This design comes from an exercise in tuning for small area, a short achievable clock period and few clock cycles per item on the open sky130 flow, not from production work. At most, simulation tests tie the RTL to the original design; equivalence was not proved. No activity file was given, so power comes from the tool's default toggle rates.

==> module divider, before the edit <==
module divider#(
  parameter WIDTH    = 32,
  parameter CACHING  =  0,
  parameter INIT_VLD =  0
)(
  input clk,
  input rst,
  input start,
  input      [WIDTH-1:0] dividend,
  input      [WIDTH-1:0] divisor,
  output reg [WIDTH-1:0] quotient,
  output     [WIDTH-1:0] remainder,
  output reg zeroErr,
  output valid
);
  reg [31:0] rem;
  reg [31:0] dsr;
  reg [4:0]  cnt;
  reg [4:0]  zbr;
  reg        align;
  reg        busy;
  reg        vld;
  wire [5:0]  za;
  wire [5:0]  zb;
  divider_lzc32 u_lza (.x(dividend), .z(za));
  divider_lzc32 u_lzb (.x(divisor), .z(zb));
  wire [31:0] sa;                                 
  divider_smear32 u_sa (.x(dividend), .s(sa));
  wire        zeroDivide = ~|divisor;
  wire        shorter = |(divisor & ~sa);         
  wire        quick = shorter | zeroDivide;
  wire [4:0]  s;
  wire [5:0]  bw;
  wire [31:0] sh [0:5];
  assign bw[0] = 1'b0;
  assign sh[0] = dsr;
  genvar i;
  generate
    for (i = 0; i < 5; i = i + 1) begin : al
      wire eq = zbr[i] ~^ cnt[i];
      assign s[i]    = eq ? bw[i] : ~bw[i];
      assign bw[i+1] = eq ? bw[i] : cnt[i];
      assign sh[i+1] = s[i] ? (sh[i] << (1 << i)) : sh[i];
    end
  endgenerate
  wire [32:0] diff;
  wire        ge;
  divider_sub33 u_sub (.a({1'b0, rem}), .b({1'b0, dsr}), .d(diff), .co(ge));
  wire        last = cnt == 5'd0;
  assign remainder = rem;
  assign valid = vld;
  always @(posedge clk) begin
    if (rst) begin
      align <= 1'b0;
      busy  <= 1'b0;
      vld   <= 1'b0;
    end else if (start) begin
      align <= ~quick;
      busy  <= 1'b0;
      vld   <= quick;
    end else if (align) begin
      align <= 1'b0;
      busy  <= 1'b1;
    end else if (busy && last) begin
      busy  <= 1'b0;
      vld   <= 1'b1;
    end
  end
  always @(posedge clk) begin
    zbr <= zb[4:0];
    cnt <= start ? za[4:0] : align ? s : cnt - 5'd1;
  end
  always @(posedge clk) begin
    if (start) begin
      quotient <= 32'd0;
      zeroErr  <= zeroDivide;
    end else if (busy) begin
      quotient <= {quotient[30:0], ge};
    end
  end
  always @(posedge clk) begin
    if (start)
      rem <= dividend;
    else if (busy && ge)
      rem <= diff[31:0];
  end
  always @(posedge clk) begin
    dsr <= start ? divisor : align ? sh[5] : dsr >> 1;
  end
endmodule
==> module divider_sub33, before the edit <==
module divider_sub33 (
  input  [32:0] a,
  input  [32:0] b,
  output [32:0] d,
  output        co
);
  wire [32:0] p = a ^ ~b;
  wire [32:0] g = a & ~b;
  wire [32:0] G [0:9];
  wire [32:0] P [0:9];
  assign G[0] = {g[32:1], g[0] | p[0]};
  assign P[0] = {p[32:1], 1'b0};
  genvar l, i;
  generate
    for (l = 0; l < 5; l = l + 1) begin : up
      for (i = 0; i < 33; i = i + 1) begin : b
        if (i % (2 << l) == (2 << l) - 1) begin : n
          assign G[l+1][i] = G[l][i] | (P[l][i] & G[l][i - (1 << l)]);
          assign P[l+1][i] = P[l][i] & P[l][i - (1 << l)];
        end else begin : w
          assign G[l+1][i] = G[l][i];
          assign P[l+1][i] = P[l][i];
        end
      end
    end
    for (l = 0; l < 4; l = l + 1) begin : dn
      for (i = 0; i < 33; i = i + 1) begin : b
        if (i % (16 >> l) == (8 >> l) - 1 && i >= 3 * (8 >> l) - 1) begin : n
          assign G[l+6][i] = G[l+5][i] | (P[l+5][i] & G[l+5][i - (8 >> l)]);
          assign P[l+6][i] = P[l+5][i] & P[l+5][i - (8 >> l)];
        end else begin : w
          assign G[l+6][i] = G[l+5][i];
          assign P[l+6][i] = P[l+5][i];
        end
      end
    end
  endgenerate
  assign d  = p ^ {G[9][31:0], 1'b1};
  assign co = G[9][32];
endmodule
==> flow/config.mk <==
export PLATFORM = sky130hd
export DESIGN_NAME = divider
export DESIGN_NICKNAME = divider
export VERILOG_FILES = /design/flow/design.v
export SDC_FILE = /design/flow/constraint.sdc
export NUM_CORES = 4
export LEC_CHECK = 0
export CAP_MARGIN = 20
export CORE_MARGIN = 2
export CORE_UTILIZATION = 60
export SETUP_SLACK_MARGIN = 2.0
export SLEW_MARGIN = 20
==> flow/constraint.sdc <==
create_clock -name core_clock -period 5.0 [get_ports {clk}]
set_input_delay 1.0000 -clock core_clock [delete_from_list [all_inputs] [get_ports {clk}]]
set_output_delay 1.0000 -clock core_clock [all_outputs]
set_load 0.01 [all_outputs]
standard.sh (not shown) runs the stock make flow with config.mk's settings and CLKGATE_MAP_FILE= SYNTH_SCRIPT=/design/flow/synth_recipe.tcl, a recipe that flattens the netlist after the stock synthesis.
==> flow/flow/run.sh <==
#!/bin/bash
set -euo pipefail
bash standard.sh "BUFFER_PORTS_ARGS=-buffer_cell sky130_fd_sc_hd__buf_1" finish > make_finish.log 2>&1
The baseline went through all stages and came out clean.
Then changed:
--- a/flow/design.v
+++ b/flow/design.v
@@ -43,11 +43,10 @@
       assign bw[i+1] = eq ? bw[i] : cnt[i];
       assign sh[i+1] = s[i] ? (sh[i] << (1 << i)) : sh[i];
     end
   endgenerate
-  wire [32:0] diff;
-  wire        ge;
-  divider_sub33 u_sub (.a({1'b0, rem}), .b({1'b0, dsr}), .d(diff), .co(ge));
+  wire [32:0] diff = {1'b0, rem} - {1'b0, dsr};
+  wire        ge = ~diff[32];
   wire        last = cnt == 5'd0;
   assign remainder = rem;
   assign valid = vld;
   always @(posedge clk) begin
@@ -133,44 +132,4 @@
   wire [31:0] p3 = p2 | {4'b0, p2[31:4]};
   wire [31:0] p4 = p3 | {8'b0, p3[31:8]};
   assign s = p4 | {16'b0, p4[31:16]};
 endmodule
-module divider_sub33 (
-  input  [32:0] a,
-  input  [32:0] b,
-  output [32:0] d,
-  output        co
-);
-  wire [32:0] p = a ^ ~b;
-  wire [32:0] g = a & ~b;
-  wire [32:0] G [0:9];
-  wire [32:0] P [0:9];
-  assign G[0] = {g[32:1], g[0] | p[0]};
-  assign P[0] = {p[32:1], 1'b0};
-  genvar l, i;
-  generate
-    for (l = 0; l < 5; l = l + 1) begin : up
-      for (i = 0; i < 33; i = i + 1) begin : b
-        if (i % (2 << l) == (2 << l) - 1) begin : n
-          assign G[l+1][i] = G[l][i] | (P[l][i] & G[l][i - (1 << l)]);
-          assign P[l+1][i] = P[l][i] & P[l][i - (1 << l)];
-        end else begin : w
-          assign G[l+1][i] = G[l][i];
-          assign P[l+1][i] = P[l][i];
-        end
-      end
-    end
-    for (l = 0; l < 4; l = l + 1) begin : dn
-      for (i = 0; i < 33; i = i + 1) begin : b
-        if (i % (16 >> l) == (8 >> l) - 1 && i >= 3 * (8 >> l) - 1) begin : n
-          assign G[l+6][i] = G[l+5][i] | (P[l+5][i] & G[l+5][i - (8 >> l)]);
-          assign P[l+6][i] = P[l+5][i] & P[l+5][i - (8 >> l)];
-        end else begin : w
-          assign G[l+6][i] = G[l+5][i];
-          assign P[l+6][i] = P[l+5][i];
-        end
-      end
-    end
-  endgenerate
-  assign d  = p ^ {G[9][31:0], 1'b1};
-  assign co = G[9][32];
-endmodule
Result: Via count rose by 11%. Wire length climbs by 12%. Die area climbs by about 3%. Critical path depth decreases by 3. Cell count climbs by about 6%. Flip-flop and latch count stays the same. Fmax rises by about 4.7%. Power came out higher by 3.5%. Cell area went up by 0.54%. Sequential share of layout area falls by 0.43 points. Sequential power decreases by about 4%. Setup slack improves by 0.14 ns. Utilization goes down by 0.73 points.
Testbench counts after the change, summed over its fixed seeds: cycles 25,920, items 3,200.
Function not checked in the first run of this note: the RTL went through the layout flow alone.

---

exp/zinc:
The RTL this note starts from:
==> flow/design.v <==
`timescale 1ns / 1ps
module divider#(
  parameter WIDTH    = 32,
  parameter CACHING  =  0,
  parameter INIT_VLD =  0
)(
  input clk,
  input rst,
  input start,
  input      [WIDTH-1:0] dividend,
  input      [WIDTH-1:0] divisor,
  output reg [WIDTH-1:0] quotient,
  output     [WIDTH-1:0] remainder,
  output reg zeroErr,
  output valid
);
  reg [31:0] rem;
  reg [31:0] dsr;
  reg [4:0]  cnt;
  reg [4:0]  zbr;
  reg        align;
  reg        busy;
  reg        vld;
  wire [5:0] za;
  wire [5:0] zb;
  divider_lzc32 u_lza (.x(dividend), .z(za));
  divider_lzc32 u_lzb (.x(divisor), .z(zb));
  wire [31:0] sa;                                 
  divider_smear32 u_sa (.x(dividend), .s(sa));
  wire       zeroDivide = ~|divisor;
  wire       shorter = |(divisor & ~sa);          
  wire       quick = shorter | zeroDivide;
  wire [4:0] s = zbr - cnt;                       
  wire [32:0] diff = {1'b0, rem} - {1'b0, dsr};
  wire        ge = ~diff[32];
  wire        last = cnt == 5'd0;
  assign remainder = rem;
  assign valid = vld;
  always @(posedge clk) begin
    if (rst) begin
      align <= 1'b0;
      busy  <= 1'b0;
      vld   <= 1'b0;
    end else if (start) begin
      align <= ~quick;
      busy  <= 1'b0;
      vld   <= quick;
    end else if (align) begin
      align <= 1'b0;
      busy  <= 1'b1;
    end else if (busy && last) begin
      busy <= 1'b0;
      vld  <= 1'b1;
    end
  end
  always @(posedge clk) begin
    if (start) begin
      rem      <= dividend;
      quotient <= 32'd0;
      dsr      <= divisor;
      cnt      <= za[4:0];
      zbr      <= zb[4:0];
      zeroErr  <= zeroDivide;
    end else if (align) begin
      dsr      <= dsr << s;
      cnt      <= s;
    end else begin
      if (busy) begin
        if (ge) rem <= diff[31:0];
        quotient <= {quotient[30:0], ge};
      end
      dsr <= dsr >> 1;
      cnt <= cnt - 5'd1;
    end
  end
endmodule
module divider_lzc32 (
  input  [31:0] x,
  output [5:0]  z
);
  wire [15:0] v0;
  wire [15:0] z0;
  wire [7:0]  v1;
  wire [15:0] z1;
  wire [3:0]  v2;
  wire [11:0] z2;
  wire [1:0]  v3;
  wire [7:0]  z3;
  genvar i;
  generate
    for (i = 0; i < 16; i = i + 1) begin : l0
      assign v0[i] = x[2*i+1] | x[2*i];
      assign z0[i] = ~x[2*i+1];
    end
    for (i = 0; i < 8; i = i + 1) begin : l1
      assign v1[i] = v0[2*i+1] | v0[2*i];
      assign z1[2*i+1:2*i] = v0[2*i+1] ? {1'b0, z0[2*i+1]} : {1'b1, z0[2*i]};
    end
    for (i = 0; i < 4; i = i + 1) begin : l2
      assign v2[i] = v1[2*i+1] | v1[2*i];
      assign z2[3*i+2:3*i] = v1[2*i+1] ? {1'b0, z1[4*i+3:4*i+2]} : {1'b1, z1[4*i+1:4*i]};
    end
    for (i = 0; i < 2; i = i + 1) begin : l3
      assign v3[i] = v2[2*i+1] | v2[2*i];
      assign z3[4*i+3:4*i] = v2[2*i+1] ? {1'b0, z2[6*i+5:6*i+3]} : {1'b1, z2[6*i+2:6*i]};
    end
  endgenerate
  wire [4:0] z4 = v3[1] ? {1'b0, z3[7:4]} : {1'b1, z3[3:0]};
  assign z = (v3[1] | v3[0]) ? {1'b0, z4} : 6'd32;
endmodule
module divider_smear32 (
  input  [31:0] x,
  output [31:0] s
);
  wire [31:0] p0 = x;
  wire [31:0] p1 = p0 | {1'b0, p0[31:1]};
  wire [31:0] p2 = p1 | {2'b0, p1[31:2]};
  wire [31:0] p3 = p2 | {4'b0, p2[31:4]};
  wire [31:0] p4 = p3 | {8'b0, p3[31:8]};
  assign s = p4 | {16'b0, p4[31:16]};
endmodule
==> flow/config.mk <==
export PLATFORM = sky130hd
export DESIGN_NAME = divider
export DESIGN_NICKNAME = divider
export VERILOG_FILES = /design/flow/design.v
export SDC_FILE = /design/flow/constraint.sdc
export NUM_CORES = 4
export LEC_CHECK = 0
export ABC_CLOCK_PERIOD_IN_PS = 2500
export CAP_MARGIN = 20
export CORE_MARGIN = 2
export CORE_UTILIZATION = 40
export SETUP_SLACK_MARGIN = 2.3
export SLEW_MARGIN = 20
==> flow/constraint.sdc <==
create_clock -name core_clock -period 5.0 [get_ports {clk}]
set_input_delay 1.0000 -clock core_clock [delete_from_list [all_inputs] [get_ports {clk}]]
set_output_delay 1.0000 -clock core_clock [all_outputs]
set_load 0.01 [all_outputs]
Scripts as last shown in full above: flow/flow/run.sh
exp/zinc closes out successfully: all stages finished, all timing, DRC and antenna checks passed.
Inputs modified between exp/zinc and exp/sierra:
-- flow/design.v --
<<< exp/zinc, line 18
  reg [31:0] dsr;
  reg [4:0]  cnt;
  reg [4:0]  zbr;
  reg        align;
  reg        busy;
>>> exp/sierra, line 18
  reg [31:0] dsr;
  reg [4:0]  cnt;
  reg        align;
  reg        busy;
<<< exp/zinc, line 26
  divider_lzc32 u_lza (.x(dividend), .z(za));
  divider_lzc32 u_lzb (.x(divisor), .z(zb));
  wire [31:0] sa;                                 
  divider_smear32 u_sa (.x(dividend), .s(sa));
  wire       zeroDivide = ~|divisor;
  wire       shorter = |(divisor & ~sa);          
  wire       quick = shorter | zeroDivide;
  wire [4:0] s = zbr - cnt;                       
  wire [32:0] diff = {1'b0, rem} - {1'b0, dsr};
  wire        ge = ~diff[32];
>>> exp/sierra, line 25
  divider_lzc32 u_lza (.x(dividend), .z(za));
  divider_lzc32 u_lzb (.x(divisor), .z(zb));
  wire [6:0] sdiff = {1'b0, zb} - {1'b0, za};    
  wire       shorter = sdiff[6];                  
  wire       zeroDivide = zb[5];
  wire       quick = shorter | zeroDivide;
  wire [32:0] diff = {1'b0, rem} - {1'b0, dsr};
  wire        ge = ~diff[32];
<<< exp/zinc, line 59
      quotient <= 32'd0;
      dsr      <= divisor;
      cnt      <= za[4:0];
      zbr      <= zb[4:0];
      zeroErr  <= zeroDivide;
    end else if (align) begin
      dsr      <= dsr << s;
      cnt      <= s;
    end else begin
      if (busy) begin
>>> exp/sierra, line 56
      quotient <= 32'd0;
      dsr      <= divisor;
      cnt      <= sdiff[4:0];
      zeroErr  <= zeroDivide;
    end else if (align) begin
      dsr      <= dsr << cnt;
    end else begin
      if (busy) begin
<<< exp/zinc, line 109
  assign z = (v3[1] | v3[0]) ? {1'b0, z4} : 6'd32;
endmodule
module divider_smear32 (
  input  [31:0] x,
  output [31:0] s
);
  wire [31:0] p0 = x;
  wire [31:0] p1 = p0 | {1'b0, p0[31:1]};
  wire [31:0] p2 = p1 | {2'b0, p1[31:2]};
  wire [31:0] p3 = p2 | {4'b0, p2[31:4]};
  wire [31:0] p4 = p3 | {8'b0, p3[31:8]};
  assign s = p4 | {16'b0, p4[31:16]};
endmodule
>>> exp/sierra, line 104
  assign z = (v3[1] | v3[0]) ? {1'b0, z4} : 6'd32;
endmodule
==> comparison <==
exp/sierra vs exp/zinc, instance count: exp/sierra lower
In the metrics for exp/sierra and exp/zinc, the one carrying the lower share of final layout cell area taken by non-clock buffers is exp/sierra.
exp/sierra supports a lower top clock frequency than exp/zinc.
Initial core utilization was lower in the run labelled exp/sierra.
Changes observed in exp/sierra relative to exp/zinc: count of clock-buffer cells in the layout moved down; total wire length after detailed routing -14%; net count after synthesis moved down; final area now smaller.
Via count in exp/sierra is 1,013 lower than in exp/zinc
exp/sierra vs exp/zinc: cell count after synthesis down by a few percent
Diff exp/zinc -> exp/sierra: number of gates resized after CTS shows a reduction of 57%, top-level port count shows no meaningful change.
Function was not checked in any run of this note: the RTL went through the layout flow alone.

[static timing again, ports no longer ideal]
The flow's constraints put no driver on any port. The routed layouts listed below were extracted and timed again, unchanged, in two steps.
Step 1, drivers: a clkbuf_16 drives clk and a buf_2 each remaining input, both assumed.
Step 2 times the ports against the registers' clock, not the clock port: input delays grow and output delays shrink by t, the midpoint of the rising clock arrivals with the driver on.
a / b / c = ideal / step 1 / step 2; a / b = the first two.
| run | shift t [ns] | setup WS [ns] | worst setup path at the end |
|---|---|---|---|
| the first run of note 1 | 0.411 | 1.810 / 1.810 / 1.792 | input to register |
| the second run of note 1 | 0.406 | 1.954 / 1.954 / 1.747 | input to register |
| exp/zinc | 0.412 | 1.943 / 1.943 / 1.721 | input to register |
| exp/sierra | 0.400 | 1.859 / 1.870 / 1.470 | input to register |
After both steps setup and hold are still met in every run listed. For exp/sierra, which loses most, drivers alone change the setup slack by +0.011 ns; drivers and shift together by -0.389 ns.
